From an optimization exercise on the open Yosys and OpenROAD flow, aimed at small area and a short achievable clock period; shortcuts taken in it are not production practice. Where RTL was checked, it was by simulation tests only, not by an equivalence proof against the original. Function not checked in runs 2 and 3: the RTL went through the layout flow alone. No activity file was given, so power comes from the tool's default toggle rates.

==> flow/design.v (outline; a module is shown in full before it is edited, if it fits) <==
// module cmx_add: 16 lines
// module bfu_internal: 19 lines
// module cmx_mult: 104 lines
// module delay_buffer: 31 lines
// module rom_async: 16 lines
// module tw_rom: 18 lines
// module bfu_dif_top: 521 lines
module bfu_dif_top
  #(parameter  Q_POINT = 8,
    parameter  TW_ROM_DEPTH = 4,
    parameter ADDR_W = $clog2(TW_ROM_DEPTH),
    parameter TW_ROM_FILE = "tw_rom_p_8_st_1_q_8.mem")
   (
     input clk,
     input reset_n,
     input [31:0] a,
     input [31:0] b,
     input [ADDR_W-1:0] tw_addr,
     output [31:0] c_plus,
     output [31:0] c_minus
   );
  // ...
==> flow/tw_rom_p_8_st_1_q_8.mem <==
00000100
FF4B00B5
FF000000
FF4BFF4B
==> flow/flow/run.sh <==
#!/bin/bash
# Standard layout, with the ports buffered by buf_2 cells instead of the
# cell buffer_ports picks by default, and a clock tree with larger sink
# clusters and no dummy loads. Each ORFS step logs under orfs/logs/.
set -euo pipefail
bash standard.sh BUFFER_PORTS_ARGS="-buffer_cell sky130_fd_sc_hd__buf_2" \
  CTS_ARGS="-sink_clustering_enable -repair_clock_nets -dont_use_dummy_load -sink_clustering_size 30 -sink_clustering_max_diameter 80" \
  finish > standard.log 2>&1
==> flow/standard.sh <==
#!/bin/bash
# synth_recipe.tcl (not shown) runs the flow's synth.tcl, then flattens the netlist and writes it again
# the make line also repeats each setting of config.mk as NAME=value (left out here)
make -C /OpenROAD-flow-scripts/flow DESIGN_CONFIG=/design/flow/config.mk WORK_HOME=/design/flow/orfs CLKGATE_MAP_FILE= SYNTH_SCRIPT=/design/flow/synth_recipe.tcl "${@:-finish}"
==> flow/config.mk <==
export PLATFORM = sky130hd
export DESIGN_NAME = bfu_dif_top
export DESIGN_NICKNAME = bfu_dif_top
export VERILOG_FILES = /design/flow/design.v
export SDC_FILE = /design/flow/constraint.sdc
export NUM_CORES = 4
export LEC_CHECK = 0
export CAP_MARGIN = 20
export CORE_MARGIN = 2
export CORE_UTILIZATION = 40
export SETUP_SLACK_MARGIN = 4.0
export SLEW_MARGIN = 20
==> flow/constraint.sdc <==
create_clock -name core_clock -period 6.5 [get_ports {clk}]
set_input_delay 1.3000 -clock core_clock [delete_from_list [all_inputs] [get_ports {clk}]]
set_output_delay 1.3000 -clock core_clock [all_outputs]
set_load 0.01 [all_outputs]
==> flow_metrics.env, run 1 <==
export IMPL_reg2reg_to="ic5a"
export IMPL_synthAdderAreaFrac_pct=16.3
export IMPL_dp_cells=2336
export IMPL_regArea_mm2=0.00896
export IMPL_final_min_period_over_clock_period_pct=38.4
export IMPL_cts_htree_levels=1
export IMPL_crit_top_cell="a21o_1"
export IMPL_grt_pass1_vias=10400
export IMPL_cts_resized_gates=31
export IMPL_cts_buffers_inserted=23
export IMPL_powerDensity_mw_per_mm2=465
export IMPL_die_area_mm2=0.0457
export IMPL_synth_compound_area_share_pct=10.1
export IMPL_status="finished clean"
export IMPL_holdPathEnd="uih4[0]"
export IMPL_yosysSeqAreaShare_pct=50.7
export IMPL_gp_congestion=0.835
export IMPL_vdd_ir_drop_max_mv=0.240
export IMPL_report_final_slew_viol_count=0
export IMPL_multi_input_area_mm2=0.00812
export IMPL_layout_commonest_cell="dfxtp_1"
export IMPL_worstPathRequired_ps=6930
export IMPL_met2_usage_pct=21.6
export IMPL_biggestCellCategory="registers"
export IMPL_hold_viol=0
export IMPL_diodes=1
export IMPL_clock_path_buffers=3
export IMPL_multi_input_comb_cells=1023
export IMPL_max_cap_viol_count=0
==> module bfu_dif_top, before the edit <==
module bfu_dif_top
  #(parameter  Q_POINT = 8,
    parameter  TW_ROM_DEPTH = 4,
    parameter ADDR_W = $clog2(TW_ROM_DEPTH),
    parameter TW_ROM_FILE = "tw_rom_p_8_st_1_q_8.mem")
   (
     input clk,
     input reset_n,
     input [31:0] a,
     input [31:0] b,
     input [ADDR_W-1:0] tw_addr,
     output [31:0] c_plus,
     output [31:0] c_minus
   );
  function [11:0] kmul;
    input k;
    input [3:0] n;
    begin
      kmul[0] = (k & ~n[3] & ~n[2] & ~n[1] & n[0]) | (k & ~n[3] & ~n[2] & n[1] & n[0]) | (k & ~n[3] & n[2] & ~n[1] & n[0]) | (k & ~n[3] & n[2] & n[1] & n[0]) | (k & n[3] & ~n[2] & ~n[1] & n[0]) | (k & n[3] & ~n[2] & n[1] & n[0]) | (k & n[3] & n[2] & ~n[1] & n[0]) | (k & n[3] & n[2] & n[1] & n[0]);
      kmul[1] = (k & ~n[3] & ~n[2] & n[1] & ~n[0]) | (k & ~n[3] & ~n[2] & n[1] & n[0]) | (k & ~n[3] & n[2] & n[1] & ~n[0]) | (k & ~n[3] & n[2] & n[1] & n[0]) | (k & n[3] & ~n[2] & n[1] & ~n[0]) | (k & n[3] & ~n[2] & n[1] & n[0]) | (k & n[3] & n[2] & n[1] & ~n[0]) | (k & n[3] & n[2] & n[1] & n[0]);
      kmul[2] = (k & ~n[3] & ~n[2] & ~n[1] & n[0]) | (k & ~n[3] & ~n[2] & n[1] & n[0]) | (k & ~n[3] & n[2] & ~n[1] & ~n[0]) | (k & ~n[3] & n[2] & n[1] & ~n[0]) | (k & n[3] & ~n[2] & ~n[1] & n[0]) | (k & n[3] & ~n[2] & n[1] & n[0]) | (k & n[3] & n[2] & ~n[1] & ~n[0]) | (k & n[3] & n[2] & n[1] & ~n[0]);
      kmul[3] = (k & ~n[3] & ~n[2] & n[1] & ~n[0]) | (k & ~n[3] & ~n[2] & n[1] & n[0]) | (k & ~n[3] & n[2] & ~n[1] & n[0]) | (k & ~n[3] & n[2] & n[1] & ~n[0]) | (k & n[3] & ~n[2] & ~n[1] & ~n[0]) | (k & n[3] & ~n[2] & ~n[1] & n[0]) | (k & n[3] & n[2] & ~n[1] & ~n[0]) | (k & n[3] & n[2] & n[1] & n[0]);
      kmul[4] = (k & ~n[3] & ~n[2] & ~n[1] & n[0]) | (k & ~n[3] & ~n[2] & n[1] & n[0]) | (k & ~n[3] & n[2] & ~n[1] & ~n[0]) | (k & ~n[3] & n[2] & n[1] & ~n[0]) | (k & ~n[3] & n[2] & n[1] & n[0]) | (k & n[3] & ~n[2] & ~n[1] & n[0]) | (k & n[3] & ~n[2] & n[1] & ~n[0]) | (k & n[3] & n[2] & ~n[1] & ~n[0]) | (k & n[3] & n[2] & ~n[1] & n[0]) | (k & n[3] & n[2] & n[1] & n[0]);
      kmul[5] = (k & ~n[3] & ~n[2] & ~n[1] & n[0]) | (k & ~n[3] & ~n[2] & n[1] & ~n[0]) | (k & ~n[3] & n[2] & n[1] & ~n[0]) | (k & ~n[3] & n[2] & n[1] & n[0]) | (k & n[3] & ~n[2] & ~n[1] & ~n[0]) | (k & n[3] & n[2] & ~n[1] & ~n[0]) | (k & n[3] & n[2] & ~n[1] & n[0]) | (k & n[3] & n[2] & n[1] & ~n[0]);
      kmul[6] = (k & ~n[3] & ~n[2] & n[1] & ~n[0]) | (k & ~n[3] & n[2] & ~n[1] & ~n[0]) | (k & ~n[3] & n[2] & n[1] & n[0]) | (k & n[3] & ~n[2] & ~n[1] & n[0]) | (k & n[3] & ~n[2] & n[1] & n[0]) | (k & n[3] & n[2] & ~n[1] & ~n[0]) | (k & n[3] & n[2] & n[1] & ~n[0]);
      kmul[7] = (k & ~n[3] & ~n[2] & ~n[1] & n[0]) | (k & ~n[3] & n[2] & ~n[1] & ~n[0]) | (k & ~n[3] & n[2] & ~n[1] & n[0]) | (k & ~n[3] & n[2] & n[1] & n[0]) | (k & n[3] & ~n[2] & ~n[1] & ~n[0]) | (k & n[3] & ~n[2] & n[1] & n[0]) | (k & n[3] & n[2] & n[1] & ~n[0]) | (k & n[3] & n[2] & n[1] & n[0]);
      kmul[8] = (~k & ~n[3] & ~n[2] & ~n[1] & n[0]) | (~k & ~n[3] & ~n[2] & n[1] & n[0]) | (~k & ~n[3] & n[2] & ~n[1] & n[0]) | (~k & ~n[3] & n[2] & n[1] & n[0]) | (~k & n[3] & ~n[2] & ~n[1] & n[0]) | (~k & n[3] & ~n[2] & n[1] & n[0]) | (~k & n[3] & n[2] & ~n[1] & n[0]) | (~k & n[3] & n[2] & n[1] & n[0]) | (k & ~n[3] & ~n[2] & n[1] & ~n[0]) | (k & ~n[3] & n[2] & ~n[1] & n[0]) | (k & n[3] & ~n[2] & ~n[1] & ~n[0]) | (k & n[3] & ~n[2] & n[1] & ~n[0]) | (k & n[3] & ~n[2] & n[1] & n[0]) | (k & n[3] & n[2] & ~n[1] & n[0]) | (k & n[3] & n[2] & n[1] & ~n[0]);
      kmul[9] = (~k & ~n[3] & ~n[2] & n[1] & ~n[0]) | (~k & ~n[3] & ~n[2] & n[1] & n[0]) | (~k & ~n[3] & n[2] & n[1] & ~n[0]) | (~k & ~n[3] & n[2] & n[1] & n[0]) | (~k & n[3] & ~n[2] & n[1] & ~n[0]) | (~k & n[3] & ~n[2] & n[1] & n[0]) | (~k & n[3] & n[2] & n[1] & ~n[0]) | (~k & n[3] & n[2] & n[1] & n[0]) | (k & ~n[3] & ~n[2] & n[1] & n[0]) | (k & ~n[3] & n[2] & ~n[1] & ~n[0]) | (k & ~n[3] & n[2] & ~n[1] & n[0]) | (k & n[3] & ~n[2] & ~n[1] & n[0]) | (k & n[3] & ~n[2] & n[1] & ~n[0]) | (k & n[3] & ~n[2] & n[1] & n[0]) | (k & n[3] & n[2] & n[1] & n[0]);
      kmul[10] = (~k & ~n[3] & n[2] & ~n[1] & ~n[0]) | (~k & ~n[3] & n[2] & ~n[1] & n[0]) | (~k & ~n[3] & n[2] & n[1] & ~n[0]) | (~k & ~n[3] & n[2] & n[1] & n[0]) | (~k & n[3] & n[2] & ~n[1] & ~n[0]) | (~k & n[3] & n[2] & ~n[1] & n[0]) | (~k & n[3] & n[2] & n[1] & ~n[0]) | (~k & n[3] & n[2] & n[1] & n[0]) | (k & ~n[3] & n[2] & n[1] & ~n[0]) | (k & ~n[3] & n[2] & n[1] & n[0]) | (k & n[3] & ~n[2] & ~n[1] & ~n[0]) | (k & n[3] & ~n[2] & ~n[1] & n[0]) | (k & n[3] & ~n[2] & n[1] & ~n[0]) | (k & n[3] & ~n[2] & n[1] & n[0]);
      kmul[11] = (~k & n[3] & ~n[2] & ~n[1] & ~n[0]) | (~k & n[3] & ~n[2] & ~n[1] & n[0]) | (~k & n[3] & ~n[2] & n[1] & ~n[0]) | (~k & n[3] & ~n[2] & n[1] & n[0]) | (~k & n[3] & n[2] & ~n[1] & ~n[0]) | (~k & n[3] & n[2] & ~n[1] & n[0]) | (~k & n[3] & n[2] & n[1] & ~n[0]) | (~k & n[3] & n[2] & n[1] & n[0]) | (k & n[3] & n[2] & ~n[1] & ~n[0]) | (k & n[3] & n[2] & ~n[1] & n[0]) | (k & n[3] & n[2] & n[1] & ~n[0]) | (k & n[3] & n[2] & n[1] & n[0]);
    end
  endfunction
  function [7:0] kmul_top;
    input k;
    input [1:0] n;
    begin
      kmul_top[0] = (k & ~n[1] & n[0]) | (k & n[1] & n[0]);
      kmul_top[1] = (k & n[1] & ~n[0]) | (k & n[1] & n[0]);
      kmul_top[2] = (k & ~n[1] & n[0]) | (k & n[1] & ~n[0]);
      kmul_top[3] = (k & n[1] & n[0]);
      kmul_top[4] = (k & ~n[1] & n[0]) | (k & n[1] & ~n[0]);
      kmul_top[5] = (k & ~n[1] & n[0]);
      kmul_top[6] = (k & n[1] & n[0]);
      kmul_top[7] = (k & ~n[1] & n[0]) | (k & n[1] & ~n[0]);
    end
  endfunction
  wire [8:0] srL = {1'b0, a[7:0]} + {1'b0, b[7:0]};
  wire [8:0] siL = {1'b0, a[23:16]} + {1'b0, b[23:16]};
  wire [8:0] ndL = {1'b0, b[7:0]} + {1'b0, ~a[7:0]} + {1'b1};
  wire [8:0] diL = {1'b0, a[23:16]} + {1'b0, ~b[23:16]} + {1'b1};
  reg [7:0] sr1, si1, nd1, di1;
  reg csr1, csi1, cnd1, cdi1;
  reg [7:0] arh1, aih1, brh1, bih1;
  reg r1_z2, r1_t3, r1_z0, r1_c;
  reg i1_nz0, i1_nz2, i1_nt3;
  reg k1;
  always @(posedge clk) begin
    sr1 <= srL[7:0]; si1 <= siL[7:0]; nd1 <= ndL[7:0]; di1 <= diL[7:0];
    csr1 <= srL[8]; csi1 <= siL[8]; cnd1 <= ndL[8]; cdi1 <= diL[8];
    arh1 <= a[15:8]; aih1 <= a[31:24]; brh1 <= b[15:8]; bih1 <= b[31:24];
    r1_z2 <= tw_addr == 2'd2; r1_t3 <= tw_addr == 2'd3; r1_z0 <= tw_addr == 2'd0; r1_c <= ~tw_addr[1];
    i1_nz0 <= tw_addr != 2'd0; i1_nz2 <= tw_addr != 2'd2; i1_nt3 <= tw_addr != 2'd3;
    k1 <= tw_addr[0];
  end
  wire [7:0] srH_a = arh1;
  wire [7:0] srH_b = brh1;
  wire srH_p0 = srH_a[0] ^ srH_b[0];
  wire srH_g0 = (srH_a[0] & srH_b[0]) | (csr1 & (srH_a[0] ^ srH_b[0]));
  wire srH_p1 = srH_a[1] ^ srH_b[1];
  wire srH_g1 = srH_a[1] & srH_b[1];
  wire srH_p2 = srH_a[2] ^ srH_b[2];
  wire srH_g2 = srH_a[2] & srH_b[2];
  wire srH_p3 = srH_a[3] ^ srH_b[3];
  wire srH_g3 = srH_a[3] & srH_b[3];
  wire srH_p4 = srH_a[4] ^ srH_b[4];
  wire srH_g4 = srH_a[4] & srH_b[4];
  wire srH_p5 = srH_a[5] ^ srH_b[5];
  wire srH_g5 = srH_a[5] & srH_b[5];
  wire srH_p6 = srH_a[6] ^ srH_b[6];
  wire srH_g6 = srH_a[6] & srH_b[6];
  wire srH_p7 = srH_a[7] ^ srH_b[7];
  wire srH_g7 = srH_a[7] & srH_b[7];
  wire srH_U0_1 = srH_g1 | (srH_p1 & srH_g0);
  wire srH_V0_1 = srH_p1 & srH_p0;
  wire srH_U0_3 = srH_g3 | (srH_p3 & srH_g2);
  wire srH_V0_3 = srH_p3 & srH_p2;
  wire srH_U0_5 = srH_g5 | (srH_p5 & srH_g4);
  wire srH_V0_5 = srH_p5 & srH_p4;
  wire srH_U0_7 = srH_g7 | (srH_p7 & srH_g6);
  wire srH_V0_7 = srH_p7 & srH_p6;
  wire srH_U1_3 = srH_U0_3 | (srH_V0_3 & srH_U0_1);
  wire srH_V1_3 = srH_V0_3 & srH_V0_1;
  wire srH_U1_7 = srH_U0_7 | (srH_V0_7 & srH_U0_5);
  wire srH_V1_7 = srH_V0_7 & srH_V0_5;
  wire srH_U2_7 = srH_U1_7 | (srH_V1_7 & srH_U1_3);
  wire srH_V2_7 = srH_V1_7 & srH_V1_3;
  wire srH_D4_5 = srH_U0_5 | (srH_V0_5 & srH_U1_3);
  wire srH_E4_5 = srH_V0_5 & srH_V1_3;
  wire srH_D5_2 = srH_g2 | (srH_p2 & srH_U0_1);
  wire srH_E5_2 = srH_p2 & srH_V0_1;
  wire srH_D5_4 = srH_g4 | (srH_p4 & srH_U1_3);
  wire srH_E5_4 = srH_p4 & srH_V1_3;
  wire srH_D5_6 = srH_g6 | (srH_p6 & srH_D4_5);
  wire srH_E5_6 = srH_p6 & srH_E4_5;
  wire srH_s0 = srH_p0 ^ csr1;
  wire srH_s1 = srH_p1 ^ srH_g0;
  wire srH_s2 = srH_p2 ^ srH_U0_1;
  wire srH_s3 = srH_p3 ^ srH_D5_2;
  wire srH_s4 = srH_p4 ^ srH_U1_3;
  wire srH_s5 = srH_p5 ^ srH_D5_4;
  wire srH_s6 = srH_p6 ^ srH_D4_5;
  wire srH_s7 = srH_p7 ^ srH_D5_6;
  wire [7:0] srH = {srH_s7, srH_s6, srH_s5, srH_s4, srH_s3, srH_s2, srH_s1, srH_s0};
  wire srH_co = srH_U2_7;
  wire [7:0] siH_a = aih1;
  wire [7:0] siH_b = bih1;
  wire siH_p0 = siH_a[0] ^ siH_b[0];
  wire siH_g0 = (siH_a[0] & siH_b[0]) | (csi1 & (siH_a[0] ^ siH_b[0]));
  wire siH_p1 = siH_a[1] ^ siH_b[1];
  wire siH_g1 = siH_a[1] & siH_b[1];
  wire siH_p2 = siH_a[2] ^ siH_b[2];
  wire siH_g2 = siH_a[2] & siH_b[2];
  wire siH_p3 = siH_a[3] ^ siH_b[3];
  wire siH_g3 = siH_a[3] & siH_b[3];
  wire siH_p4 = siH_a[4] ^ siH_b[4];
  wire siH_g4 = siH_a[4] & siH_b[4];
  wire siH_p5 = siH_a[5] ^ siH_b[5];
  wire siH_g5 = siH_a[5] & siH_b[5];
  wire siH_p6 = siH_a[6] ^ siH_b[6];
  wire siH_g6 = siH_a[6] & siH_b[6];
  wire siH_p7 = siH_a[7] ^ siH_b[7];
  wire siH_g7 = siH_a[7] & siH_b[7];
  wire siH_U0_1 = siH_g1 | (siH_p1 & siH_g0);
  wire siH_V0_1 = siH_p1 & siH_p0;
  wire siH_U0_3 = siH_g3 | (siH_p3 & siH_g2);
  wire siH_V0_3 = siH_p3 & siH_p2;
  wire siH_U0_5 = siH_g5 | (siH_p5 & siH_g4);
  wire siH_V0_5 = siH_p5 & siH_p4;
  wire siH_U0_7 = siH_g7 | (siH_p7 & siH_g6);
  wire siH_V0_7 = siH_p7 & siH_p6;
  wire siH_U1_3 = siH_U0_3 | (siH_V0_3 & siH_U0_1);
  wire siH_V1_3 = siH_V0_3 & siH_V0_1;
  wire siH_U1_7 = siH_U0_7 | (siH_V0_7 & siH_U0_5);
  wire siH_V1_7 = siH_V0_7 & siH_V0_5;
  wire siH_U2_7 = siH_U1_7 | (siH_V1_7 & siH_U1_3);
  wire siH_V2_7 = siH_V1_7 & siH_V1_3;
  wire siH_D4_5 = siH_U0_5 | (siH_V0_5 & siH_U1_3);
  wire siH_E4_5 = siH_V0_5 & siH_V1_3;
  wire siH_D5_2 = siH_g2 | (siH_p2 & siH_U0_1);
  wire siH_E5_2 = siH_p2 & siH_V0_1;
  wire siH_D5_4 = siH_g4 | (siH_p4 & siH_U1_3);
  wire siH_E5_4 = siH_p4 & siH_V1_3;
  wire siH_D5_6 = siH_g6 | (siH_p6 & siH_D4_5);
  wire siH_E5_6 = siH_p6 & siH_E4_5;
  wire siH_s0 = siH_p0 ^ csi1;
  wire siH_s1 = siH_p1 ^ siH_g0;
  wire siH_s2 = siH_p2 ^ siH_U0_1;
  wire siH_s3 = siH_p3 ^ siH_D5_2;
  wire siH_s4 = siH_p4 ^ siH_U1_3;
  wire siH_s5 = siH_p5 ^ siH_D5_4;
  wire siH_s6 = siH_p6 ^ siH_D4_5;
  wire siH_s7 = siH_p7 ^ siH_D5_6;
  wire [7:0] siH = {siH_s7, siH_s6, siH_s5, siH_s4, siH_s3, siH_s2, siH_s1, siH_s0};
  wire siH_co = siH_U2_7;
  wire [7:0] ndH_a = brh1;
  wire [7:0] ndH_b = ~arh1;
  wire ndH_p0 = ndH_a[0] ^ ndH_b[0];
  wire ndH_g0 = (ndH_a[0] & ndH_b[0]) | (cnd1 & (ndH_a[0] ^ ndH_b[0]));
  wire ndH_p1 = ndH_a[1] ^ ndH_b[1];
  wire ndH_g1 = ndH_a[1] & ndH_b[1];
  wire ndH_p2 = ndH_a[2] ^ ndH_b[2];
  wire ndH_g2 = ndH_a[2] & ndH_b[2];
  wire ndH_p3 = ndH_a[3] ^ ndH_b[3];
  wire ndH_g3 = ndH_a[3] & ndH_b[3];
  wire ndH_p4 = ndH_a[4] ^ ndH_b[4];
  wire ndH_g4 = ndH_a[4] & ndH_b[4];
  wire ndH_p5 = ndH_a[5] ^ ndH_b[5];
  wire ndH_g5 = ndH_a[5] & ndH_b[5];
  wire ndH_p6 = ndH_a[6] ^ ndH_b[6];
  wire ndH_g6 = ndH_a[6] & ndH_b[6];
  wire ndH_p7 = ndH_a[7] ^ ndH_b[7];
  wire ndH_g7 = ndH_a[7] & ndH_b[7];
  wire ndH_U0_1 = ndH_g1 | (ndH_p1 & ndH_g0);
  wire ndH_V0_1 = ndH_p1 & ndH_p0;
  wire ndH_U0_3 = ndH_g3 | (ndH_p3 & ndH_g2);
  wire ndH_V0_3 = ndH_p3 & ndH_p2;
  wire ndH_U0_5 = ndH_g5 | (ndH_p5 & ndH_g4);
  wire ndH_V0_5 = ndH_p5 & ndH_p4;
  wire ndH_U0_7 = ndH_g7 | (ndH_p7 & ndH_g6);
  wire ndH_V0_7 = ndH_p7 & ndH_p6;
  wire ndH_U1_3 = ndH_U0_3 | (ndH_V0_3 & ndH_U0_1);
  wire ndH_V1_3 = ndH_V0_3 & ndH_V0_1;
  wire ndH_U1_7 = ndH_U0_7 | (ndH_V0_7 & ndH_U0_5);
  wire ndH_V1_7 = ndH_V0_7 & ndH_V0_5;
  wire ndH_U2_7 = ndH_U1_7 | (ndH_V1_7 & ndH_U1_3);
  wire ndH_V2_7 = ndH_V1_7 & ndH_V1_3;
  wire ndH_D4_5 = ndH_U0_5 | (ndH_V0_5 & ndH_U1_3);
  wire ndH_E4_5 = ndH_V0_5 & ndH_V1_3;
  wire ndH_D5_2 = ndH_g2 | (ndH_p2 & ndH_U0_1);
  wire ndH_E5_2 = ndH_p2 & ndH_V0_1;
  wire ndH_D5_4 = ndH_g4 | (ndH_p4 & ndH_U1_3);
  wire ndH_E5_4 = ndH_p4 & ndH_V1_3;
  wire ndH_D5_6 = ndH_g6 | (ndH_p6 & ndH_D4_5);
  wire ndH_E5_6 = ndH_p6 & ndH_E4_5;
  wire ndH_s0 = ndH_p0 ^ cnd1;
  wire ndH_s1 = ndH_p1 ^ ndH_g0;
  wire ndH_s2 = ndH_p2 ^ ndH_U0_1;
  wire ndH_s3 = ndH_p3 ^ ndH_D5_2;
  wire ndH_s4 = ndH_p4 ^ ndH_U1_3;
  wire ndH_s5 = ndH_p5 ^ ndH_D5_4;
  wire ndH_s6 = ndH_p6 ^ ndH_D4_5;
  wire ndH_s7 = ndH_p7 ^ ndH_D5_6;
  wire [7:0] ndH = {ndH_s7, ndH_s6, ndH_s5, ndH_s4, ndH_s3, ndH_s2, ndH_s1, ndH_s0};
  wire ndH_co = ndH_U2_7;
  wire [7:0] diH_a = aih1;
  wire [7:0] diH_b = ~bih1;
  wire diH_p0 = diH_a[0] ^ diH_b[0];
  wire diH_g0 = (diH_a[0] & diH_b[0]) | (cdi1 & (diH_a[0] ^ diH_b[0]));
  wire diH_p1 = diH_a[1] ^ diH_b[1];
  wire diH_g1 = diH_a[1] & diH_b[1];
  wire diH_p2 = diH_a[2] ^ diH_b[2];
  wire diH_g2 = diH_a[2] & diH_b[2];
  wire diH_p3 = diH_a[3] ^ diH_b[3];
  wire diH_g3 = diH_a[3] & diH_b[3];
  wire diH_p4 = diH_a[4] ^ diH_b[4];
  wire diH_g4 = diH_a[4] & diH_b[4];
  wire diH_p5 = diH_a[5] ^ diH_b[5];
  wire diH_g5 = diH_a[5] & diH_b[5];
  wire diH_p6 = diH_a[6] ^ diH_b[6];
  wire diH_g6 = diH_a[6] & diH_b[6];
  wire diH_p7 = diH_a[7] ^ diH_b[7];
  wire diH_g7 = diH_a[7] & diH_b[7];
  wire diH_U0_1 = diH_g1 | (diH_p1 & diH_g0);
  wire diH_V0_1 = diH_p1 & diH_p0;
  wire diH_U0_3 = diH_g3 | (diH_p3 & diH_g2);
  wire diH_V0_3 = diH_p3 & diH_p2;
  wire diH_U0_5 = diH_g5 | (diH_p5 & diH_g4);
  wire diH_V0_5 = diH_p5 & diH_p4;
  wire diH_U0_7 = diH_g7 | (diH_p7 & diH_g6);
  wire diH_V0_7 = diH_p7 & diH_p6;
  wire diH_U1_3 = diH_U0_3 | (diH_V0_3 & diH_U0_1);
  wire diH_V1_3 = diH_V0_3 & diH_V0_1;
  wire diH_U1_7 = diH_U0_7 | (diH_V0_7 & diH_U0_5);
  wire diH_V1_7 = diH_V0_7 & diH_V0_5;
  wire diH_U2_7 = diH_U1_7 | (diH_V1_7 & diH_U1_3);
  wire diH_V2_7 = diH_V1_7 & diH_V1_3;
  wire diH_D4_5 = diH_U0_5 | (diH_V0_5 & diH_U1_3);
  wire diH_E4_5 = diH_V0_5 & diH_V1_3;
  wire diH_D5_2 = diH_g2 | (diH_p2 & diH_U0_1);
  wire diH_E5_2 = diH_p2 & diH_V0_1;
  wire diH_D5_4 = diH_g4 | (diH_p4 & diH_U1_3);
  wire diH_E5_4 = diH_p4 & diH_V1_3;
  wire diH_D5_6 = diH_g6 | (diH_p6 & diH_D4_5);
  wire diH_E5_6 = diH_p6 & diH_E4_5;
  wire diH_s0 = diH_p0 ^ cdi1;
  wire diH_s1 = diH_p1 ^ diH_g0;
  wire diH_s2 = diH_p2 ^ diH_U0_1;
  wire diH_s3 = diH_p3 ^ diH_D5_2;
  wire diH_s4 = diH_p4 ^ diH_U1_3;
  wire diH_s5 = diH_p5 ^ diH_D5_4;
  wire diH_s6 = diH_p6 ^ diH_D4_5;
  wire diH_s7 = diH_p7 ^ diH_D5_6;
  wire [7:0] diH = {diH_s7, diH_s6, diH_s5, diH_s4, diH_s3, diH_s2, diH_s1, diH_s0};
  wire diH_co = diH_U2_7;
  wire [7:0] xrL = r1_z2 ? 8'd0 : (r1_t3 ? nd1 : ~nd1);
  wire [7:0] yrL = r1_z0 ? 8'd0 : di1;
  wire [7:0] xiL = i1_nz0 ? nd1 : 8'd0;
  wire [7:0] yiL = i1_nz2 ? (i1_nt3 ? di1 : ~di1) : 8'd0;
  wire [8:0] urL = {1'b0, xrL} + {1'b0, yrL} + {r1_c};
  wire [8:0] uiL = {1'b0, xiL} + {1'b0, yiL} + {~i1_nt3};
  reg [31:0] p2;
  reg [7:0] ndh2, dih2, url2, uil2;
  reg cur2, cui2, ndz2;
  reg r2_z2, r2_t3, r2_z0;
  reg i2_nz0, i2_nz2, i2_nt3;
  reg k2, nk2;
  always @(posedge clk) begin
    p2 <= {siH, si1, srH, sr1};
    ndh2 <= ndH; dih2 <= diH;
    url2 <= urL[7:0]; uil2 <= uiL[7:0]; cur2 <= urL[8]; cui2 <= uiL[8];
    ndz2 <= nd1 != 8'd0;
    r2_z2 <= r1_z2; r2_t3 <= r1_t3; r2_z0 <= r1_z0;
    i2_nz0 <= i1_nz0; i2_nz2 <= i1_nz2; i2_nt3 <= i1_nt3;
    k2 <= k1; nk2 <= ~k1;
  end
  wire nd_neg = ndh2[7] & (ndh2[6:0] != 7'd0 | ndz2);
  wire [9:0] ndxH = {{2{nd_neg}}, ndh2};
  wire [9:0] dixH = {{2{dih2[7]}}, dih2};
  wire [9:0] xrH = r2_z2 ? 10'd0 : (r2_t3 ? ndxH : ~ndxH);
  wire [9:0] yrH = r2_z0 ? 10'd0 : dixH;
  wire [9:0] xiH = i2_nz0 ? ndxH : 10'd0;
  wire [9:0] yiH = i2_nz2 ? (i2_nt3 ? dixH : ~dixH) : 10'd0;
  wire [10:0] urH = {1'b0, xrH} + {1'b0, yrH} + {cur2};
  wire [10:0] uiH = {1'b0, xiH} + {1'b0, yiH} + {cui2};
  wire [11:0] rlo_t0 = kmul(k2, url2[3:0]), rlo_t1 = kmul(k2, url2[7:4]);
  wire [11:0] ilo_t0 = kmul(~nk2, uil2[3:0]), ilo_t1 = kmul(~nk2, uil2[7:4]);
  wire [4:0] rlo_c = {1'b0, rlo_t0[7:4]} + {1'b0, rlo_t1[3:0]};
  wire [4:0] ilo_c = {1'b0, ilo_t0[7:4]} + {1'b0, ilo_t1[3:0]};
  reg [31:0] p3;
  reg [9:0] urh3, uih3;
  reg [3:0] rt03, it03;
  reg [7:0] rt13, it13;
  reg rqc3, iqc3;
  reg k3, nk3;
  always @(posedge clk) begin
    p3 <= p2;
    urh3 <= urH[9:0]; uih3 <= uiH[9:0];
    rt03 <= rlo_t0[11:8]; rt13 <= rlo_t1[11:4];
    it03 <= ilo_t0[11:8]; it13 <= ilo_t1[11:4];
    rqc3 <= rlo_c[4]; iqc3 <= ilo_c[4];
    k3 <= k2; nk3 <= nk2;
  end
  reg [31:0] p4;
  reg [9:0] urh4, uih4;
  reg [7:0] rq4, iq4;
  reg k4, nk4;
  always @(posedge clk) begin
    p4 <= p3;
    urh4 <= urh3; uih4 <= uih3;
    rq4 <= rt13 + {4'd0, rt03} + {7'd0, rqc3}; iq4 <= it13 + {4'd0, it03} + {7'd0, iqc3};
    k4 <= k3; nk4 <= nk3;
  end
  wire [11:0] rT2 = kmul(k4, urh4[3:0]), rT3 = kmul(k4, urh4[7:4]);
  wire [7:0] rT4 = kmul_top(k4, urh4[9:8]);
  wire rb_cs0 = rq4[0] ^ rT2[0] ^ 1'b0;
  wire rb_cc0 = (rq4[0] & rT2[0]) | (rq4[0] & 1'b0) | (rT2[0] & 1'b0);
  wire rb_cs1 = rq4[1] ^ rT2[1] ^ 1'b0;
  wire rb_cc1 = (rq4[1] & rT2[1]) | (rq4[1] & 1'b0) | (rT2[1] & 1'b0);
  wire rb_cs2 = rq4[2] ^ rT2[2] ^ 1'b0;
  wire rb_cc2 = (rq4[2] & rT2[2]) | (rq4[2] & 1'b0) | (rT2[2] & 1'b0);
  wire rb_cs3 = rq4[3] ^ rT2[3] ^ 1'b0;
  wire rb_cc3 = (rq4[3] & rT2[3]) | (rq4[3] & 1'b0) | (rT2[3] & 1'b0);
  wire rb_cs4 = rq4[4] ^ rT2[4] ^ rT3[0];
  wire rb_cc4 = (rq4[4] & rT2[4]) | (rq4[4] & rT3[0]) | (rT2[4] & rT3[0]);
  wire rb_cs5 = rq4[5] ^ rT2[5] ^ rT3[1];
  wire rb_cc5 = (rq4[5] & rT2[5]) | (rq4[5] & rT3[1]) | (rT2[5] & rT3[1]);
  wire rb_cs6 = rq4[6] ^ rT2[6] ^ rT3[2];
  wire rb_cc6 = (rq4[6] & rT2[6]) | (rq4[6] & rT3[2]) | (rT2[6] & rT3[2]);
  wire rb_cs7 = rq4[7] ^ rT2[7] ^ rT3[3];
  wire rb_cc7 = (rq4[7] & rT2[7]) | (rq4[7] & rT3[3]) | (rT2[7] & rT3[3]);
  wire [7:0] rbS = {rb_cs7, rb_cs6, rb_cs5, rb_cs4, rb_cs3, rb_cs2, rb_cs1, rb_cs0};
  wire [7:0] rbC = {rb_cc6, rb_cc5, rb_cc4, rb_cc3, rb_cc2, rb_cc1, rb_cc0, 1'b0};
  wire [8:0] rsb = {1'b0, rbS} + {1'b0, rbC};
  wire [7:0] rsbv = rsb[7:0];
  wire rcba = rsb[8], rcbb = rb_cc7;
  wire rc_cs0 = rT2[8] ^ rT3[4] ^ rT4[0];
  wire rc_cc0 = (rT2[8] & rT3[4]) | (rT2[8] & rT4[0]) | (rT3[4] & rT4[0]);
  wire rc_cs1 = rT2[9] ^ rT3[5] ^ rT4[1];
  wire rc_cc1 = (rT2[9] & rT3[5]) | (rT2[9] & rT4[1]) | (rT3[5] & rT4[1]);
  wire rc_cs2 = rT2[10] ^ rT3[6] ^ rT4[2];
  wire rc_cc2 = (rT2[10] & rT3[6]) | (rT2[10] & rT4[2]) | (rT3[6] & rT4[2]);
  wire rc_cs3 = rT2[11] ^ rT3[7] ^ rT4[3];
  wire rc_cc3 = (rT2[11] & rT3[7]) | (rT2[11] & rT4[3]) | (rT3[7] & rT4[3]);
  wire rc_cs4 = 1'b0 ^ rT3[8] ^ rT4[4];
  wire rc_cc4 = (1'b0 & rT3[8]) | (1'b0 & rT4[4]) | (rT3[8] & rT4[4]);
  wire rc_cs5 = 1'b0 ^ rT3[9] ^ rT4[5];
  wire rc_cc5 = (1'b0 & rT3[9]) | (1'b0 & rT4[5]) | (rT3[9] & rT4[5]);
  wire rc_cs6 = 1'b0 ^ rT3[10] ^ rT4[6];
  wire rc_cc6 = (1'b0 & rT3[10]) | (1'b0 & rT4[6]) | (rT3[10] & rT4[6]);
  wire rc_cs7 = 1'b0 ^ rT3[11] ^ rT4[7];
  wire rc_cc7 = (1'b0 & rT3[11]) | (1'b0 & rT4[7]) | (rT3[11] & rT4[7]);
  wire [7:0] rcS = {rc_cs7, rc_cs6, rc_cs5, rc_cs4, rc_cs3, rc_cs2, rc_cs1, rc_cs0};
  wire [6:0] rcC = {rc_cc6, rc_cc5, rc_cc4, rc_cc3, rc_cc2, rc_cc1, rc_cc0};
  wire [11:0] iT2 = kmul(~nk4, uih4[3:0]), iT3 = kmul(~nk4, uih4[7:4]);
  wire [7:0] iT4 = kmul_top(~nk4, uih4[9:8]);
  wire ib_cs0 = iq4[0] ^ iT2[0] ^ 1'b0;
  wire ib_cc0 = (iq4[0] & iT2[0]) | (iq4[0] & 1'b0) | (iT2[0] & 1'b0);
  wire ib_cs1 = iq4[1] ^ iT2[1] ^ 1'b0;
  wire ib_cc1 = (iq4[1] & iT2[1]) | (iq4[1] & 1'b0) | (iT2[1] & 1'b0);
  wire ib_cs2 = iq4[2] ^ iT2[2] ^ 1'b0;
  wire ib_cc2 = (iq4[2] & iT2[2]) | (iq4[2] & 1'b0) | (iT2[2] & 1'b0);
  wire ib_cs3 = iq4[3] ^ iT2[3] ^ 1'b0;
  wire ib_cc3 = (iq4[3] & iT2[3]) | (iq4[3] & 1'b0) | (iT2[3] & 1'b0);
  wire ib_cs4 = iq4[4] ^ iT2[4] ^ iT3[0];
  wire ib_cc4 = (iq4[4] & iT2[4]) | (iq4[4] & iT3[0]) | (iT2[4] & iT3[0]);
  wire ib_cs5 = iq4[5] ^ iT2[5] ^ iT3[1];
  wire ib_cc5 = (iq4[5] & iT2[5]) | (iq4[5] & iT3[1]) | (iT2[5] & iT3[1]);
  wire ib_cs6 = iq4[6] ^ iT2[6] ^ iT3[2];
  wire ib_cc6 = (iq4[6] & iT2[6]) | (iq4[6] & iT3[2]) | (iT2[6] & iT3[2]);
  wire ib_cs7 = iq4[7] ^ iT2[7] ^ iT3[3];
  wire ib_cc7 = (iq4[7] & iT2[7]) | (iq4[7] & iT3[3]) | (iT2[7] & iT3[3]);
  wire [7:0] ibS = {ib_cs7, ib_cs6, ib_cs5, ib_cs4, ib_cs3, ib_cs2, ib_cs1, ib_cs0};
  wire [7:0] ibC = {ib_cc6, ib_cc5, ib_cc4, ib_cc3, ib_cc2, ib_cc1, ib_cc0, 1'b0};
  wire [8:0] isb = {1'b0, ibS} + {1'b0, ibC};
  wire [7:0] isbv = isb[7:0];
  wire icba = isb[8], icbb = ib_cc7;
  wire ic_cs0 = iT2[8] ^ iT3[4] ^ iT4[0];
  wire ic_cc0 = (iT2[8] & iT3[4]) | (iT2[8] & iT4[0]) | (iT3[4] & iT4[0]);
  wire ic_cs1 = iT2[9] ^ iT3[5] ^ iT4[1];
  wire ic_cc1 = (iT2[9] & iT3[5]) | (iT2[9] & iT4[1]) | (iT3[5] & iT4[1]);
  wire ic_cs2 = iT2[10] ^ iT3[6] ^ iT4[2];
  wire ic_cc2 = (iT2[10] & iT3[6]) | (iT2[10] & iT4[2]) | (iT3[6] & iT4[2]);
  wire ic_cs3 = iT2[11] ^ iT3[7] ^ iT4[3];
  wire ic_cc3 = (iT2[11] & iT3[7]) | (iT2[11] & iT4[3]) | (iT3[7] & iT4[3]);
  wire ic_cs4 = 1'b0 ^ iT3[8] ^ iT4[4];
  wire ic_cc4 = (1'b0 & iT3[8]) | (1'b0 & iT4[4]) | (iT3[8] & iT4[4]);
  wire ic_cs5 = 1'b0 ^ iT3[9] ^ iT4[5];
  wire ic_cc5 = (1'b0 & iT3[9]) | (1'b0 & iT4[5]) | (iT3[9] & iT4[5]);
  wire ic_cs6 = 1'b0 ^ iT3[10] ^ iT4[6];
  wire ic_cc6 = (1'b0 & iT3[10]) | (1'b0 & iT4[6]) | (iT3[10] & iT4[6]);
  wire ic_cs7 = 1'b0 ^ iT3[11] ^ iT4[7];
  wire ic_cc7 = (1'b0 & iT3[11]) | (1'b0 & iT4[7]) | (iT3[11] & iT4[7]);
  wire [7:0] icS = {ic_cs7, ic_cs6, ic_cs5, ic_cs4, ic_cs3, ic_cs2, ic_cs1, ic_cs0};
  wire [6:0] icC = {ic_cc6, ic_cc5, ic_cc4, ic_cc3, ic_cc2, ic_cc1, ic_cc0};
  reg [31:0] p5;
  reg [7:0] rb5, ib5, rs5, is5;
  reg [6:0] rk5, ik5;
  reg rc5a, rc5b, ic5a, ic5b;
  always @(posedge clk) begin
    p5 <= p4;
    rb5 <= rsbv; ib5 <= isbv; rs5 <= rcS; is5 <= icS; rk5 <= rcC; ik5 <= icC;
    rc5a <= rcba; rc5b <= rcbb; ic5a <= icba; ic5b <= icbb;
  end
  wire [7:0] rfin_a = rs5;
  wire [7:0] rfin_b = {rk5, rc5a};
  wire rfin_p0 = rfin_a[0] ^ rfin_b[0];
  wire rfin_g0 = (rfin_a[0] & rfin_b[0]) | (rc5b & (rfin_a[0] ^ rfin_b[0]));
  wire rfin_p1 = rfin_a[1] ^ rfin_b[1];
  wire rfin_g1 = rfin_a[1] & rfin_b[1];
  wire rfin_p2 = rfin_a[2] ^ rfin_b[2];
  wire rfin_g2 = rfin_a[2] & rfin_b[2];
  wire rfin_p3 = rfin_a[3] ^ rfin_b[3];
  wire rfin_g3 = rfin_a[3] & rfin_b[3];
  wire rfin_p4 = rfin_a[4] ^ rfin_b[4];
  wire rfin_g4 = rfin_a[4] & rfin_b[4];
  wire rfin_p5 = rfin_a[5] ^ rfin_b[5];
  wire rfin_g5 = rfin_a[5] & rfin_b[5];
  wire rfin_p6 = rfin_a[6] ^ rfin_b[6];
  wire rfin_g6 = rfin_a[6] & rfin_b[6];
  wire rfin_p7 = rfin_a[7] ^ rfin_b[7];
  wire rfin_g7 = rfin_a[7] & rfin_b[7];
  wire rfin_U0_1 = rfin_g1 | (rfin_p1 & rfin_g0);
  wire rfin_V0_1 = rfin_p1 & rfin_p0;
  wire rfin_U0_3 = rfin_g3 | (rfin_p3 & rfin_g2);
  wire rfin_V0_3 = rfin_p3 & rfin_p2;
  wire rfin_U0_5 = rfin_g5 | (rfin_p5 & rfin_g4);
  wire rfin_V0_5 = rfin_p5 & rfin_p4;
  wire rfin_U0_7 = rfin_g7 | (rfin_p7 & rfin_g6);
  wire rfin_V0_7 = rfin_p7 & rfin_p6;
  wire rfin_U1_3 = rfin_U0_3 | (rfin_V0_3 & rfin_U0_1);
  wire rfin_V1_3 = rfin_V0_3 & rfin_V0_1;
  wire rfin_U1_7 = rfin_U0_7 | (rfin_V0_7 & rfin_U0_5);
  wire rfin_V1_7 = rfin_V0_7 & rfin_V0_5;
  wire rfin_U2_7 = rfin_U1_7 | (rfin_V1_7 & rfin_U1_3);
  wire rfin_V2_7 = rfin_V1_7 & rfin_V1_3;
  wire rfin_D4_5 = rfin_U0_5 | (rfin_V0_5 & rfin_U1_3);
  wire rfin_E4_5 = rfin_V0_5 & rfin_V1_3;
  wire rfin_D5_2 = rfin_g2 | (rfin_p2 & rfin_U0_1);
  wire rfin_E5_2 = rfin_p2 & rfin_V0_1;
  wire rfin_D5_4 = rfin_g4 | (rfin_p4 & rfin_U1_3);
  wire rfin_E5_4 = rfin_p4 & rfin_V1_3;
  wire rfin_D5_6 = rfin_g6 | (rfin_p6 & rfin_D4_5);
  wire rfin_E5_6 = rfin_p6 & rfin_E4_5;
  wire rfin_s0 = rfin_p0 ^ rc5b;
  wire rfin_s1 = rfin_p1 ^ rfin_g0;
  wire rfin_s2 = rfin_p2 ^ rfin_U0_1;
  wire rfin_s3 = rfin_p3 ^ rfin_D5_2;
  wire rfin_s4 = rfin_p4 ^ rfin_U1_3;
  wire rfin_s5 = rfin_p5 ^ rfin_D5_4;
  wire rfin_s6 = rfin_p6 ^ rfin_D4_5;
  wire rfin_s7 = rfin_p7 ^ rfin_D5_6;
  wire [7:0] rfin = {rfin_s7, rfin_s6, rfin_s5, rfin_s4, rfin_s3, rfin_s2, rfin_s1, rfin_s0};
  wire rfin_co = rfin_U2_7;
  wire [7:0] ifin_a = is5;
  wire [7:0] ifin_b = {ik5, ic5a};
  wire ifin_p0 = ifin_a[0] ^ ifin_b[0];
  wire ifin_g0 = (ifin_a[0] & ifin_b[0]) | (ic5b & (ifin_a[0] ^ ifin_b[0]));
  wire ifin_p1 = ifin_a[1] ^ ifin_b[1];
  wire ifin_g1 = ifin_a[1] & ifin_b[1];
  wire ifin_p2 = ifin_a[2] ^ ifin_b[2];
  wire ifin_g2 = ifin_a[2] & ifin_b[2];
  wire ifin_p3 = ifin_a[3] ^ ifin_b[3];
  wire ifin_g3 = ifin_a[3] & ifin_b[3];
  wire ifin_p4 = ifin_a[4] ^ ifin_b[4];
  wire ifin_g4 = ifin_a[4] & ifin_b[4];
  wire ifin_p5 = ifin_a[5] ^ ifin_b[5];
  wire ifin_g5 = ifin_a[5] & ifin_b[5];
  wire ifin_p6 = ifin_a[6] ^ ifin_b[6];
  wire ifin_g6 = ifin_a[6] & ifin_b[6];
  wire ifin_p7 = ifin_a[7] ^ ifin_b[7];
  wire ifin_g7 = ifin_a[7] & ifin_b[7];
  wire ifin_U0_1 = ifin_g1 | (ifin_p1 & ifin_g0);
  wire ifin_V0_1 = ifin_p1 & ifin_p0;
  wire ifin_U0_3 = ifin_g3 | (ifin_p3 & ifin_g2);
  wire ifin_V0_3 = ifin_p3 & ifin_p2;
  wire ifin_U0_5 = ifin_g5 | (ifin_p5 & ifin_g4);
  wire ifin_V0_5 = ifin_p5 & ifin_p4;
  wire ifin_U0_7 = ifin_g7 | (ifin_p7 & ifin_g6);
  wire ifin_V0_7 = ifin_p7 & ifin_p6;
  wire ifin_U1_3 = ifin_U0_3 | (ifin_V0_3 & ifin_U0_1);
  wire ifin_V1_3 = ifin_V0_3 & ifin_V0_1;
  wire ifin_U1_7 = ifin_U0_7 | (ifin_V0_7 & ifin_U0_5);
  wire ifin_V1_7 = ifin_V0_7 & ifin_V0_5;
  wire ifin_U2_7 = ifin_U1_7 | (ifin_V1_7 & ifin_U1_3);
  wire ifin_V2_7 = ifin_V1_7 & ifin_V1_3;
  wire ifin_D4_5 = ifin_U0_5 | (ifin_V0_5 & ifin_U1_3);
  wire ifin_E4_5 = ifin_V0_5 & ifin_V1_3;
  wire ifin_D5_2 = ifin_g2 | (ifin_p2 & ifin_U0_1);
  wire ifin_E5_2 = ifin_p2 & ifin_V0_1;
  wire ifin_D5_4 = ifin_g4 | (ifin_p4 & ifin_U1_3);
  wire ifin_E5_4 = ifin_p4 & ifin_V1_3;
  wire ifin_D5_6 = ifin_g6 | (ifin_p6 & ifin_D4_5);
  wire ifin_E5_6 = ifin_p6 & ifin_E4_5;
  wire ifin_s0 = ifin_p0 ^ ic5b;
  wire ifin_s1 = ifin_p1 ^ ifin_g0;
  wire ifin_s2 = ifin_p2 ^ ifin_U0_1;
  wire ifin_s3 = ifin_p3 ^ ifin_D5_2;
  wire ifin_s4 = ifin_p4 ^ ifin_U1_3;
  wire ifin_s5 = ifin_p5 ^ ifin_D5_4;
  wire ifin_s6 = ifin_p6 ^ ifin_D4_5;
  wire ifin_s7 = ifin_p7 ^ ifin_D5_6;
  wire [7:0] ifin = {ifin_s7, ifin_s6, ifin_s5, ifin_s4, ifin_s3, ifin_s2, ifin_s1, ifin_s0};
  wire ifin_co = ifin_U2_7;
  reg [31:0] p6, m6;
  always @(posedge clk) begin
    p6 <= p5;
    m6 <= {ifin, ib5, rfin, rb5};
  end
  assign c_plus = p6;
  assign c_minus = m6;
endmodule
==> run 2, diff against run 1 <==
--- a/flow/design.v
+++ b/flow/design.v
@@ -516,2 +516,102 @@
   end
+  wire [7:0] rqa_a = rt13;
+  wire [7:0] rqa_b = {4'd0, rt03};
+  wire rqa_p0 = rqa_a[0] ^ rqa_b[0];
+  wire rqa_g0 = (rqa_a[0] & rqa_b[0]) | (rqc3 & (rqa_a[0] ^ rqa_b[0]));
+  wire rqa_p1 = rqa_a[1] ^ rqa_b[1];
+  wire rqa_g1 = rqa_a[1] & rqa_b[1];
+  wire rqa_p2 = rqa_a[2] ^ rqa_b[2];
+  wire rqa_g2 = rqa_a[2] & rqa_b[2];
+  wire rqa_p3 = rqa_a[3] ^ rqa_b[3];
+  wire rqa_g3 = rqa_a[3] & rqa_b[3];
+  wire rqa_p4 = rqa_a[4] ^ rqa_b[4];
+  wire rqa_g4 = rqa_a[4] & rqa_b[4];
+  wire rqa_p5 = rqa_a[5] ^ rqa_b[5];
+  wire rqa_g5 = rqa_a[5] & rqa_b[5];
+  wire rqa_p6 = rqa_a[6] ^ rqa_b[6];
+  wire rqa_g6 = rqa_a[6] & rqa_b[6];
+  wire rqa_p7 = rqa_a[7] ^ rqa_b[7];
+  wire rqa_g7 = rqa_a[7] & rqa_b[7];
+  wire rqa_U0_1 = rqa_g1 | (rqa_p1 & rqa_g0);
+  wire rqa_V0_1 = rqa_p1 & rqa_p0;
+  wire rqa_U0_3 = rqa_g3 | (rqa_p3 & rqa_g2);
+  wire rqa_V0_3 = rqa_p3 & rqa_p2;
+  wire rqa_U0_5 = rqa_g5 | (rqa_p5 & rqa_g4);
+  wire rqa_V0_5 = rqa_p5 & rqa_p4;
+  wire rqa_U0_7 = rqa_g7 | (rqa_p7 & rqa_g6);
+  wire rqa_V0_7 = rqa_p7 & rqa_p6;
+  wire rqa_U1_3 = rqa_U0_3 | (rqa_V0_3 & rqa_U0_1);
+  wire rqa_V1_3 = rqa_V0_3 & rqa_V0_1;
+  wire rqa_U1_7 = rqa_U0_7 | (rqa_V0_7 & rqa_U0_5);
+  wire rqa_V1_7 = rqa_V0_7 & rqa_V0_5;
+  wire rqa_U2_7 = rqa_U1_7 | (rqa_V1_7 & rqa_U1_3);
+  wire rqa_V2_7 = rqa_V1_7 & rqa_V1_3;
+  wire rqa_D4_5 = rqa_U0_5 | (rqa_V0_5 & rqa_U1_3);
+  wire rqa_E4_5 = rqa_V0_5 & rqa_V1_3;
+  wire rqa_D5_2 = rqa_g2 | (rqa_p2 & rqa_U0_1);
+  wire rqa_E5_2 = rqa_p2 & rqa_V0_1;
+  wire rqa_D5_4 = rqa_g4 | (rqa_p4 & rqa_U1_3);
+  wire rqa_E5_4 = rqa_p4 & rqa_V1_3;
+  wire rqa_D5_6 = rqa_g6 | (rqa_p6 & rqa_D4_5);
+  wire rqa_E5_6 = rqa_p6 & rqa_E4_5;
+  wire rqa_s0 = rqa_p0 ^ rqc3;
+  wire rqa_s1 = rqa_p1 ^ rqa_g0;
+  wire rqa_s2 = rqa_p2 ^ rqa_U0_1;
+  wire rqa_s3 = rqa_p3 ^ rqa_D5_2;
+  wire rqa_s4 = rqa_p4 ^ rqa_U1_3;
+  wire rqa_s5 = rqa_p5 ^ rqa_D5_4;
+  wire rqa_s6 = rqa_p6 ^ rqa_D4_5;
+  wire rqa_s7 = rqa_p7 ^ rqa_D5_6;
+  wire [7:0] rqa = {rqa_s7, rqa_s6, rqa_s5, rqa_s4, rqa_s3, rqa_s2, rqa_s1, rqa_s0};
+  wire rqa_co = rqa_U2_7;
+  wire [7:0] iqa_a = it13;
+  wire [7:0] iqa_b = {4'd0, it03};
+  wire iqa_p0 = iqa_a[0] ^ iqa_b[0];
+  wire iqa_g0 = (iqa_a[0] & iqa_b[0]) | (iqc3 & (iqa_a[0] ^ iqa_b[0]));
+  wire iqa_p1 = iqa_a[1] ^ iqa_b[1];
+  wire iqa_g1 = iqa_a[1] & iqa_b[1];
+  wire iqa_p2 = iqa_a[2] ^ iqa_b[2];
+  wire iqa_g2 = iqa_a[2] & iqa_b[2];
+  wire iqa_p3 = iqa_a[3] ^ iqa_b[3];
+  wire iqa_g3 = iqa_a[3] & iqa_b[3];
+  wire iqa_p4 = iqa_a[4] ^ iqa_b[4];
+  wire iqa_g4 = iqa_a[4] & iqa_b[4];
+  wire iqa_p5 = iqa_a[5] ^ iqa_b[5];
+  wire iqa_g5 = iqa_a[5] & iqa_b[5];
+  wire iqa_p6 = iqa_a[6] ^ iqa_b[6];
+  wire iqa_g6 = iqa_a[6] & iqa_b[6];
+  wire iqa_p7 = iqa_a[7] ^ iqa_b[7];
+  wire iqa_g7 = iqa_a[7] & iqa_b[7];
+  wire iqa_U0_1 = iqa_g1 | (iqa_p1 & iqa_g0);
+  wire iqa_V0_1 = iqa_p1 & iqa_p0;
+  wire iqa_U0_3 = iqa_g3 | (iqa_p3 & iqa_g2);
+  wire iqa_V0_3 = iqa_p3 & iqa_p2;
+  wire iqa_U0_5 = iqa_g5 | (iqa_p5 & iqa_g4);
+  wire iqa_V0_5 = iqa_p5 & iqa_p4;
+  wire iqa_U0_7 = iqa_g7 | (iqa_p7 & iqa_g6);
+  wire iqa_V0_7 = iqa_p7 & iqa_p6;
+  wire iqa_U1_3 = iqa_U0_3 | (iqa_V0_3 & iqa_U0_1);
+  wire iqa_V1_3 = iqa_V0_3 & iqa_V0_1;
+  wire iqa_U1_7 = iqa_U0_7 | (iqa_V0_7 & iqa_U0_5);
+  wire iqa_V1_7 = iqa_V0_7 & iqa_V0_5;
+  wire iqa_U2_7 = iqa_U1_7 | (iqa_V1_7 & iqa_U1_3);
+  wire iqa_V2_7 = iqa_V1_7 & iqa_V1_3;
+  wire iqa_D4_5 = iqa_U0_5 | (iqa_V0_5 & iqa_U1_3);
+  wire iqa_E4_5 = iqa_V0_5 & iqa_V1_3;
+  wire iqa_D5_2 = iqa_g2 | (iqa_p2 & iqa_U0_1);
+  wire iqa_E5_2 = iqa_p2 & iqa_V0_1;
+  wire iqa_D5_4 = iqa_g4 | (iqa_p4 & iqa_U1_3);
+  wire iqa_E5_4 = iqa_p4 & iqa_V1_3;
+  wire iqa_D5_6 = iqa_g6 | (iqa_p6 & iqa_D4_5);
+  wire iqa_E5_6 = iqa_p6 & iqa_E4_5;
+  wire iqa_s0 = iqa_p0 ^ iqc3;
+  wire iqa_s1 = iqa_p1 ^ iqa_g0;
+  wire iqa_s2 = iqa_p2 ^ iqa_U0_1;
+  wire iqa_s3 = iqa_p3 ^ iqa_D5_2;
+  wire iqa_s4 = iqa_p4 ^ iqa_U1_3;
+  wire iqa_s5 = iqa_p5 ^ iqa_D5_4;
+  wire iqa_s6 = iqa_p6 ^ iqa_D4_5;
+  wire iqa_s7 = iqa_p7 ^ iqa_D5_6;
+  wire [7:0] iqa = {iqa_s7, iqa_s6, iqa_s5, iqa_s4, iqa_s3, iqa_s2, iqa_s1, iqa_s0};
+  wire iqa_co = iqa_U2_7;
   reg [31:0] p4;
@@ -523,3 +623,3 @@
     urh4 <= urh3; uih4 <= uih3;
-    rq4 <= rt13 + {4'd0, rt03} + {7'd0, rqc3}; iq4 <= it13 + {4'd0, it03} + {7'd0, iqc3};
+    rq4 <= rqa; iq4 <= iqa;
     k4 <= k3; nk4 <= nk3;
==> run 2 against run 1 <==
  * Clock power barely moved
  * Core utilization grew 0.37 points
  * Hold slack got worse by 4.4 ps
  * Critical path depth is the same
==> flow_metrics.env, run 2 <==
export IMPL_wl_per_cell_um=12.9
export IMPL_final_cell_mix="dfxtp_1 (425), inv_1 (140), buf_2 (131)"
export IMPL_path_class="register to register"
export IMPL_yosys_area_top_type="dfxtp_1"
export IMPL_start_kind="register"
export IMPL_status="finished clean"
export IMPL_clock_path_buffers=3
export IMPL_dp_hpwl_um=22200
export IMPL_via_count=10700
export IMPL_synth_area_leaders="dfxtp_1 (51%), ha_1 (9.1%), fa_1 (7.5%), xnor2_1 (4.0%), inv_1 (3.2%)"
export IMPL_p_int_uw=6040
export IMPL_layout_commonest_cell="dfxtp_1"
export IMPL_pre_cts_slack_ps=3480
export IMPL_worstPathArrival_ps=2870
export IMPL_antenna_found_initial=2
export IMPL_crit_top_cell="fa_2"
export IMPL_die_h_um=213
export IMPL_netlist_area_mm2=0.0175
export IMPL_report_final_slew_viol_count=0
export IMPL_final_min_period_over_clock_period_pct=38.0
export IMPL_rsz0062_at_grt="yes"
export IMPL_crit_fanout=3
export IMPL_power_leakage_uw=0.00916
export IMPL_drc=0
export IMPL_viasPerCell=4.57
export IMPL_finalWirelength_um=30200
export IMPL_met2_usage_pct=22.1
export IMPL_crit_family="adder cells"
export IMPL_busiest_layer="met2"
export IMPL_avgSynthCellArea_um2=10.8
export IMPL_drt_initial_drc_count=376
export IMPL_initial_core_util_pct=40.6
export IMPL_crit_cells=9
export IMPL_cts_sinks=445
export IMPL_whs_path_depth=0
export IMPL_synthesis_nets=1890
export IMPL_switching_share_pct=34.5
export IMPL_cp_num_buf_inv=0
export IMPL_slowest_stage="fa_2"
export IMPL_synth_cell_type_count=64
export IMPL_grt_max_degree=34
export IMPL_synth_most_common_cell="dfxtp_1"
export IMPL_gp_congestion=0.808
export IMPL_yosysWarnings=1
export IMPL_synth_commonest_cells="dfxtp_1 (445), inv_1 (147), ha_1 (128), nor2_1 (93), a21oi_1 (82)"
export IMPL_timing_worst_slew_pin_value_ps=736
export IMPL_clkTransAtPathRegs_ps=100
export IMPL_clock_root_buffer="clkbuf_16"
export IMPL_skew_ps=54.9
export IMPL_async_reset_ff_share_pct=0
export IMPL_syn_to_final_growth_pct=13.3
export IMPL_grt_pass1_wl_um=49500
export IMPL_reg2reg_depth=9
export IMPL_dr_pass1_iters=5
export IMPL_cts_buffers_inserted=24
export IMPL_core_mm2=0.0432
export IMPL_drive_above_1_share_pct=15.1
export IMPL_yosysSeqAreaShare_pct=50.9
export IMPL_die_area_mm2=0.0455
export IMPL_critical_path_max_stage_delay_ps=410
export IMPL_power_share_combinational_pct=38.1
export IMPL_max_freq_ghz=0.404
export IMPL_synth_edf_count=0
export IMPL_whs_ps=292
export IMPL_grt_pass1_vias=10500
export IMPL_met1_usage_pct=17.3
export IMPL_numPortBuffers=130
export IMPL_cts_htree_levels=1
export IMPL_track_usage_pct=13.2
export IMPL_die_x_um=213
export IMPL_setup_violations=0
export IMPL_p_switching_uw=3180
export IMPL_setup_slack_ps=4030
export IMPL_final_min_clock_period_ps=2470
export IMPL_clkPwrFrac_pct=15.8
export IMPL_worstPathRequired_ps=6900
export IMPL_critPathCaptureType="register"
export IMPL_synthCells=1628
export IMPL_met3_usage_pct=2.40
export IMPL_powerDensity_mw_per_mm2=465
export IMPL_clk_latency_ps=570
export IMPL_fin_tns_setup_ps=0
export IMPL_synth_top_area_share_pct=50.9
export IMPL_io_pins=132
export IMPL_max_cap_viol_count=0
export IMPL_critical_path_cell_chain="xnor2_1 -> and2_4 -> fa_2 -> fa_2 -> a21o_1 -> a21oi_2 -> o21ai_2 -> nor4_2 -> nor3_2"
export IMPL_cts_tree="done"
export IMPL_totalPowerFinal_uw=9220
export IMPL_overflow=0
export IMPL_rows=76
export IMPL_antenna_left=0
export IMPL_vdd_ir_drop_max_mv=0.252
export IMPL_hold_buffers=0
export IMPL_ys_ff_latch=445
export IMPL_maxSlewHeadroom_pct=50.8
export IMPL_hold_viol=0
export IMPL_seqPwrFrac_pct=46.1
export IMPL_nNetsFinal=2024
export IMPL_min_path_type="register to register"
export IMPL_synthFlopType="dfxtp_1"
[run 2: cell types whose count changed in the layout (fill, tap and decap cells not counted), moves of 8 or more]
cell     before  now
nor2_1      120   91
nand2_1      98   77
buf_4        12   25
xnor2_1      92   80
a21o_1       29   40
xor2_1       52   60
[run 2: stage by stage]
stage          std cells  instance area (µm²)  util, %
3_5_place_dp        2291                18800     43.5
4_1_cts             2319                19500     45.3
5_1_grt             2346                19800     46.0
2_1_floorplan       1628                17700        -
6_report            2346                19800     46.0
3_3_place_gp        2291                18800     43.5
[run 2: cell families (layout without fill, tap and decap cells)]
kind of cell | after synthesis | count (layout) | share of synthesized area [%]
AOI/OAI and AO/OA | 283 | 283 | 10.4
and+or+nand+nor | 363 | 363 | 10.4
adders and majority gates | 196 | 196 | 16.8
other | 0 | 1 | 0
buffers and inverters | 199 | 331 | 4.44
xor gates and xnor gates | 140 | 140 | 7.00
DFF | 445 | 445 | 50.9
muxes | 2 | 2 | 0.121
[run 2: layer usage]
metal | up-vias | part of all wire (%)
li1 | 5570 | -
met1 | 4917 | 47
met2 | 169 | 47
met3 | 53 | 4.6
met4 | 2 | 2.3
met5 | - | 0.023
[run 2: timing repair]
item | in CTS | in global routing
setup buffers | 4 | 26
setup endpoints to repair | 15 | 15
resized for setup | 34 | 38
pin swaps | 3 | 18
[run 2: path summary, 6_finish.rpt]
kind               start     to  slack (ps)
hold reg to reg    p2[5]  p3[5]         290
hold / removal     p2[5]  p3[5]         290
setup reg to reg  i1_nt3   cui2        4030
setup / recovery  i1_nt3   cui2        4030
[run 2: worst register-to-register path, stage by stage (launching register included)]
cell and delay (ps):
dfxtp_4 370, xnor2_1 120, and2_4 160, fa_2 410, fa_2 370, a21o_1 180
a21oi_2 200, o21ai_2 90, nor4_2 310, nor3_2 90
[run 2: cell type report]
class | count | area (µm²)
Sequential cell | 445 | 8960
Timing Repair Buffer | 160 | 878
Antenna cell | 1 | 2.50
Fill cell | 4054 | 23300
Inverter | 147 | 578
Multi-Input combinational cell | 984 | 8090
Clock buffer | 24 | 601
Tap cell | 585 | 732
[run 2: power by group through the flow]
stage | Sequential (µW) | Combinational (µW) | Clock [µW]
2_1_floorplan | 4050 | 2620 | 0
3_3_place_gp | 4310 | 3140 | 0
3_5_place_dp | 4330 | 3200 | 0
4_1_cts | 4290 | 3290 | 1540
5_1_grt | 4370 | 4050 | 1640
6_report | 4250 | 3510 | 1460
==> run 3, diff against run 2 <==
--- a/flow/config.mk
+++ b/flow/config.mk
@@ -10,3 +10,3 @@
 export CORE_UTILIZATION = 40
-export SETUP_SLACK_MARGIN = 4.0
+export SETUP_SLACK_MARGIN = 3.85
 export SLEW_MARGIN = 20
==> run 3 against run 2 <==
  * Critical endpoint is now rb5[6]
  * Global-route usage down 0.40 points
  * Total power down 2.0%
  * Non-clock buffer count down 16
  * Largest power group unchanged
  * Via count down 2.0%
  * Hold slack worse by 5.5 ps
==> flow_metrics.env, run 3 <==
export IMPL_place_area_mm2=0.0187
export IMPL_r2r_start="urh4[3]"
export IMPL_synth_cell_type_count=64
export IMPL_min_path_type="register to register"
export IMPL_worstPathArrival_ps=3050
export IMPL_power_leakage_uw=0.00908
export IMPL_nNetsFinal=2008
export IMPL_ff2ff_setup_slack_ps=3930
export IMPL_max_freq_ghz=0.389
export IMPL_yosys_area_top_type="dfxtp_1"
export IMPL_initial_core_util_pct=40.6
export IMPL_vdd_ir_drop_max_mv=0.241
export IMPL_hold_viol=0
export IMPL_final_cell_mix="dfxtp_1 (431), inv_1 (146), buf_2 (130)"
export IMPL_drt_initial_drc_count=340
export IMPL_maxSlewHeadroom_pct=52.5
export IMPL_dp_hpwl_um=21800
export IMPL_syn_to_final_growth_pct=11.7
export IMPL_skew_ps=71.0
export IMPL_timing_worst_slew_pin_value_ps=711
export IMPL_viasPerCell=4.50
export IMPL_critPathLaunch="urh4[3]"
export IMPL_layout_commonest_cell="dfxtp_1"
export IMPL_die_h_um=213
export IMPL_dr_pass1_iters=5
export IMPL_worstPathRequired_ps=6980
export IMPL_synthesis_nets=1890
export IMPL_reg2reg_depth=9
export IMPL_avgSynthCellArea_um2=10.8
export IMPL_reg2reg_to="rb5[6]"
export IMPL_die_x_um=213
export IMPL_dp_cells=2291
export IMPL_synth_most_common_cell="dfxtp_1"
export IMPL_antenna_left=0
export IMPL_synth_area_leaders="dfxtp_1 (51%), ha_1 (9.1%), fa_1 (7.5%), xnor2_1 (4.0%), inv_1 (3.2%)"
export IMPL_report_final_slew_viol_count=0
export IMPL_wl_per_cell_um=12.4
export IMPL_status="finished clean"
export IMPL_cts_buffers_inserted=24
export IMPL_finalWirelength_um=29000
export IMPL_drc=0
export IMPL_synthFlopType="dfxtp_1"
export IMPL_synth_edf_count=0
export IMPL_start_kind="register"
export IMPL_grt_pass1_wl_um=48000
export IMPL_met1_usage_pct=16.9
export IMPL_clkTransAtPathRegs_ps=90
export IMPL_via_count=10500
export IMPL_max_cap_viol_count=0
export IMPL_cts_tree="done"
export IMPL_antenna_found_initial=0
export IMPL_fin_tns_setup_ps=0
export IMPL_yosysSeqAreaShare_pct=50.9
export IMPL_rsz0062_at_grt="yes"
export IMPL_design_area_mm2=0.0196
export IMPL_synthCells=1628
export IMPL_busiest_layer="met2"
export IMPL_numPortBuffers=130
export IMPL_synth_commonest_cells="dfxtp_1 (445), inv_1 (147), ha_1 (128), nor2_1 (93), a21oi_1 (82)"
export IMPL_setup_violations=0
export IMPL_synth_top_area_share_pct=50.9
export IMPL_yosysWarnings=1
export IMPL_critPathCaptureType="register"
export IMPL_final_min_period_over_clock_period_pct=39.5
export IMPL_netlist_area_mm2=0.0175
export IMPL_ys_ff_latch=445
export IMPL_clock_path_buffers=3
export IMPL_io_pins=132
export IMPL_async_reset_ff_share_pct=0
export IMPL_overflow=0
export IMPL_fin_cells=2331
run 3: cell types whose count changed in the layout (fill, tap and decap cells not counted), sizes merged:
cell and delta:
buf -14, clkbuf -2, diode +1
run 3: worst min path at each step:
stage | end | slack, ps | from | cells past startpoint
after detailed placement | p6[17] | 310 | p5[17] | 0
after CTS | p4[24] | 290 | p3[24] | 0
after global placement | p5[31] | 310 | p4[31] | 0
after global routing | p4[24] | 290 | p3[24] | 0
final | p4[24] | 290 | p3[24] | 0
after floorplan | k4 | 310 | k3 | 0
run 3: final cells by class:
| cell class | count | area, µm² |
|---|---|---|
| flip-flops and latches | 445 | 8950 |
| clock buffers | 24 | 601 |
| inverters | 147 | 556 |
| fillers | 4081 | 23600 |
| repair buffers | 144 | 759 |
| diodes | 2 | 5.00 |
| multi-input cells | 984 | 7950 |
| well taps | 585 | 732 |
run 3: what timing repair did:
item	4_1_cts	5_1_grt
setup buffers	0	14
pin swaps	0	10
setup endpoints to repair	14	14
gates resized for setup	16	30
run 3: critical path: stages (launching register included):
cell and delay, ps:
dfxtp_2 380, nand2b_1 220, a21o_1 230, a221oi_2 310, fa_1 480, ha_4 310, nand2_1 60, o211ai_1 230
buf_4 150, xor2_1 130
run 3: per-stage QoR:
step | setup WS (ps) | utilization, % | power [µW] | hold slack [ps]
global route | 3810 | 45.3 | 9860 | 286
detailed placement | 3490 | 43.3 | 7490 | 312
finish | 3930 | 45.3 | 9040 | 286
global placement | 3510 | 43.3 | 7430 | 310
floorplan | 3850 | - | 6650 | 310
CTS | 3750 | 44.7 | 9010 | 287
run 3: where the power goes:
group	internal (µW)	switching [µW]
logic	1630	1690
registers	3650	613
clock network	656	794
run 3: layer usage:
layer / vias up / share of wire (%)
met5: - / 0
li1: 5531 / -
met1: 4765 / 48
met2: 153 / 46
met4: 0 / 2.2
met3: 47 / 4.3
run 3: logic make-up after synthesis:
kind of cell	after synthesis	share of synthesized area [%]
compound gates	283	10.4
buf+inv	199	4.44
flops	445	50.9
fa+ha+maj	196	16.8
xor+xnor	140	7.00
simple gates	363	10.4
mux	2	0.121

-- separate check: timing with driven ports --
Ports are ideal in the flow. The routed layouts listed here were re-timed in OpenROAD. Step 1 assumes that a clkbuf_16 drives the clock port and a buf_2 every other input. Step 2 also shifts input and output timing later by t, the mid clock arrival at the registers, as if the neighbouring blocks saw the same clock. Slacks: no drivers / after step 1 / after step 2; pairs: no drivers / after step 1.
| run | t (ns) | slack for setup (ns) |
|---|---|---|
| run 1 | 0.597 | 4.003 / 4.003 / 3.608 |
| run 2 | 0.591 | 4.027 / 4.027 / 3.534 |
| run 3 | 0.586 | 3.931 / 3.931 / 3.565 |
After both steps setup and hold are still met in every run listed.
